Context: an optimization exercise on an open-source flow, tuned for small area. The choices shown serve that exercise and are no tape-out recipe. Where RTL was checked, it was by simulation tests only, not by an equivalence proof against the original. Power is estimated from default activity; no workload was simulated.

Setup of before:
// uart_eeprom_demo
module uart_eeprom_demo #(
	parameter SYS_CLK_FRE = 50,
	parameter IIC_CLK_FRE = 400000,
	parameter BAUD_RATE	= 115200,
	parameter MAX_BYTE_NUM = 64,
	parameter [6:0] DEV_ADDR= {4'b1010, 3'b000},
	parameter REG_ADDR_SIZE = 2
)(
	input			clk,
	input			rst_n,
	output reg		ee_scl,
	input			ee_sda_i,
	output reg		ee_sda_o,
	output reg		ee_sda_oe,
	output reg	 	uart_txd,
	input wire 		uart_rxd
);
integer j;
reg [5:0] ph;
always @(posedge clk) ph <= ph + 6'd1;
reg        rx_state;
reg [8:0]  rx_cnt;
reg [3:0]  rx_bit;
reg [7:0]  rx_sh;
reg        rx_vld;
wire rx_half = (rx_cnt == 9'd216);
wire rx_full = (rx_cnt == 9'd433);
wire rx_done = rx_half && (rx_bit == 4'd9);
always @(posedge clk) begin
	if (!rst_n) rx_state <= 1'b0;
	else if (!rx_state) begin
		if (!uart_rxd) rx_state <= 1'b1;
	end
	else if (rx_done) rx_state <= 1'b0;
end
always @(posedge clk) begin
	if (!rst_n) rx_cnt <= 9'd0;
	else if (rx_state) rx_cnt <= rx_full ? 9'd0 : rx_cnt + 9'd1;
	else rx_cnt <= 9'd0;
end
always @(posedge clk) begin
	if (!rst_n) rx_bit <= 4'd0;
	else if (rx_state) begin
		if (rx_half) rx_bit <= rx_bit + 4'd1;
	end
	else rx_bit <= 4'd0;
end
always @(posedge clk)
	if (rx_state && rx_half && rx_bit != 4'd9) rx_sh <= {uart_rxd, rx_sh[7:1]};
always @(posedge clk) begin
	if (!rst_n) rx_vld <= 1'b0;
	else rx_vld <= rx_done;
end
reg [7:0] S [0:6];
always @(posedge clk) if (rx_vld) begin
  ...
export LEC_CHECK = 0
export CAP_MARGIN = 40
export CORE_MARGIN = 2
export CORE_UTILIZATION = 40
export CTS_BUF_LIST = sky130_fd_sc_hd__clkbuf_2 sky130_fd_sc_hd__clkbuf_4 sky130_fd_sc_hd__clkbuf_8
export CTS_CLUSTER_SIZE = 30
export SLEW_MARGIN = 40
create_clock -name core_clock -period 20.0 [get_ports {clk}]
run.sh (not shown) runs the stock make flow with config.mk's settings and CLKGATE_MAP_FILE= SYNTH_SCRIPT=/design/flow/synth_recipe.tcl, a recipe that flattens the netlist after the stock synthesis.
> inputs changed (before -> after)
Settings: swapping sky130_fd_sc_hd__clkbuf_2 sky130_fd_sc_hd__clkbuf_4 sky130_fd_sc_hd__clkbuf_8 for sky130_fd_sc_hd__clkbuf_4 in CTS_BUF_LIST; clearing CTS_CLUSTER_SIZE, which used to be 30.
Findings:
- after ends up with a wire length of the first global-routing pass that is 2400 um higher than in before.
- Setup slack (higher): before
- after ends up with a slew at the pin with the worst max-slew slack that is 0.027 ns lower than in before.
- Detailed-routed wire length on met2 grows by a few percent when moving from before to after.
- Compared with before, after shows a peak per-stage delay on the critical path that is 0.42 ns lower.
- Clock buffer count (after vs. before) increases by more than a quarter
- Compared to before, after has number of antenna violations at the first check in global routing 2 higher.
- Max maximum frequency across after and before: before
- From before to after, top-level port count did not move at all.
- The routed wire length in after sits about 0.65% above the value recorded for before.
- Cell area | after vs before | after smaller
No run of this note included a check of the RTL's function; only the layout flow was run.

---

## gamma
Another version of the RTL of uart_eeprom_demo (not shown whole).
Size in the first run: ~2,300 cells after synthesis, roughly 1,300 flip-flops, roughly 8 I/O pins, about 0.034 mm² of cells after synthesis.
Settings: LEC_CHECK=0, CAP_MARGIN=40, CORE_MARGIN=2, CORE_UTILIZATION=40, SLEW_MARGIN=40; clock period 20.0 ns.
standard.sh (not shown) runs the stock make flow with config.mk's settings and CLKGATE_MAP_FILE= SYNTH_SCRIPT=/design/flow/synth_recipe.tcl, a recipe that flattens the netlist after the stock synthesis.
==> flow/flow/run.sh <==
#!/bin/bash
# Standard layout, with clock tree synthesis using small clock buffers,
# larger sink clusters and no dummy loads.
set -euo pipefail
export CTS_ARGS="-sink_clustering_enable -repair_clock_nets -buf_list sky130_fd_sc_hd__clkbuf_8 -sink_clustering_size 16 -sink_clustering_max_diameter 80 -dont_use_dummy_load"
bash standard.sh > standard_flow.log 2>&1
Relative to gamma, the following input files were edited for delta:
==> flow/flow/run.sh <==
#!/bin/bash
# Standard layout, with clock tree synthesis using small clock buffers,
# larger sink clusters and no dummy loads.
set -euo pipefail
export CTS_ARGS="-sink_clustering_enable -repair_clock_nets -buf_list sky130_fd_sc_hd__clkbuf_4 -sink_clustering_size 10 -sink_clustering_max_diameter 50 -dont_use_dummy_load"
bash standard.sh > standard_flow.log 2>&1
==> results.txt <==
Going from gamma to delta, worst setup slack lower; slew at the pin with the worst max-slew slack higher. Summary of delta over gamma: register-to-register slack now larger; clock power now smaller; layout overhead on the synthesized area now smaller. Going from gamma to delta, leakage power of the design grows by 0.068 nW. Of gamma and delta, the run reporting the higher final cycle utilization of the critical path was delta. Met1 layer usage reported by global route: gamma vs delta — no meaningful difference. gamma → delta: internal power component went down; power density normalized to cell area moved down; count of input and output buffers did not really move.
No functional check of the RTL was part of any run of this note.

---

== lane 5 ==
uart_eeprom_demo, a different RTL version from the one above (not shown whole).
For scale: ~2200 cells after synthesis, about 1300 flip-flops, about 8 I/O pins.
Settings: LEC_CHECK=0, CAP_MARGIN=40, CORE_MARGIN=2, CORE_UTILIZATION=65, SLEW_MARGIN=40; clock period 20.0 ns.
==> flow/flow/run.sh <==
#!/bin/bash
# Layout = the standard flow (standard.sh) with two changes:
#  1. synthesis maps the logic with an area-oriented ABC script
#     (flow/abc_area_map.script) in place of ORFS's abc_speed.script; the
#     rest of the synthesis (synth_recipe.tcl, registers, flatten, renames)
#     is unchanged;
#  2. clock tree synthesis uses small clock buffers, fixed sink clusters and
#     no dummy loads.
set -euo pipefail
here=$(pwd)
rm -rf "$here/scripts_area"
cp -r "$FLOW_HOME/scripts" "$here/scripts_area"
cp "$here/flow/abc_area_map.script" "$here/scripts_area/abc_speed.script"
sed "s|^make -C|make SCRIPTS_DIR=$here/scripts_area -C|" standard.sh > standard_area_synth.sh
bash standard_area_synth.sh synth > synth_flow.log 2>&1
export CTS_ARGS="-sink_clustering_enable -repair_clock_nets -buf_list sky130_fd_sc_hd__clkbuf_4 -root_buf sky130_fd_sc_hd__clkbuf_4 -sink_clustering_buffer sky130_fd_sc_hd__clkbuf_8 -sink_clustering_size 18 -sink_clustering_max_diameter 55 -dont_use_dummy_load"
bash standard.sh > standard_flow.log 2>&1
==> flow/flow/abc_area_map.script <==
strash
ifraig
dc2
dch -f
amap
strash
dc2
dch -f
amap
Relative to lane 5, the following input files were edited for lane 1:
==> flow/flow/run.sh <==
#!/bin/bash
# Standard layout, with clock tree synthesis using small clock buffers,
# larger sink clusters and no dummy loads.
set -euo pipefail
export CTS_ARGS="-sink_clustering_enable -repair_clock_nets -buf_list sky130_fd_sc_hd__clkbuf_4 -sink_clustering_size 10 -sink_clustering_max_diameter 50 -dont_use_dummy_load"
bash standard.sh > standard_flow.log 2>&1
removed: flow/flow/abc_area_map.script
## What came out
- Inserted tap cell count for lane 1: 1.2% up relative to lane 5
- Looking at lane 5 and lane 1, the proportion of power drawn by the clock network is a wash.
- On power, lane 1 tracks lane 5 almost exactly.
- Detailed-route wire length on metal 1 (lower): lane 5
- Max final hold slack across lane 5 and lane 1: lane 5
- Diff lane 5 -> lane 1: worst-case vdd ir drop decreased 0.0080 mV; worst-path maximum fanout down 1.

separate check: timing with driven ports:
In the flow no input, the clock included, has a driving cell. The finished layouts below were timed again as built, in two steps.
Step 1, drivers: a clkbuf_16 drives clk and a buf_2 each remaining input, both assumed.
Step 2 adds t to the input delays and takes it off the output delays; t is the mean of the earliest and latest rising clock arrival at the registers after step 1. Input paths then give back, and output paths get back, about the clock's delay inside the block.
Slacks: no drivers / after step 1 / after step 2; pairs: no drivers / after step 1.
run | shift t [ns] | slack for setup (ns) | worst hold slack (ns) | worst setup path at the end | clock arrival spread, ns
before | 0.915 | 12.949 / 12.927 / 12.949 | 0.291 / 0.291 / 0.291 | register to register | 0.061 / 0.061
after | 1.157 | 12.735 / 12.670 / 12.948 | 0.252 / 0.252 / 0.252 | register to register | 0.110 / 0.110
gamma | 0.738 | 13.267 / 13.214 / 13.689 | 0.297 / 0.297 / 0.297 | input to register | 0.054 / 0.054
delta | 0.984 | 12.990 / 12.935 / 13.660 | 0.256 / 0.256 / 0.256 | input to register | 0.129 / 0.130
lane 5 | 0.859 | 13.103 / 13.050 / 12.850 | 0.299 / 0.299 / 0.299 | input to register | 0.151 / 0.151
lane 1 | 0.973 | 13.028 / 12.972 / 13.043 | 0.266 / 0.266 / 0.266 | input to register | 0.110 / 0.110
After both steps every run listed still meets setup and hold. The setup slack of lane 5, which loses most, moves by -0.053 ns with the drivers and by -0.253 ns with both steps.
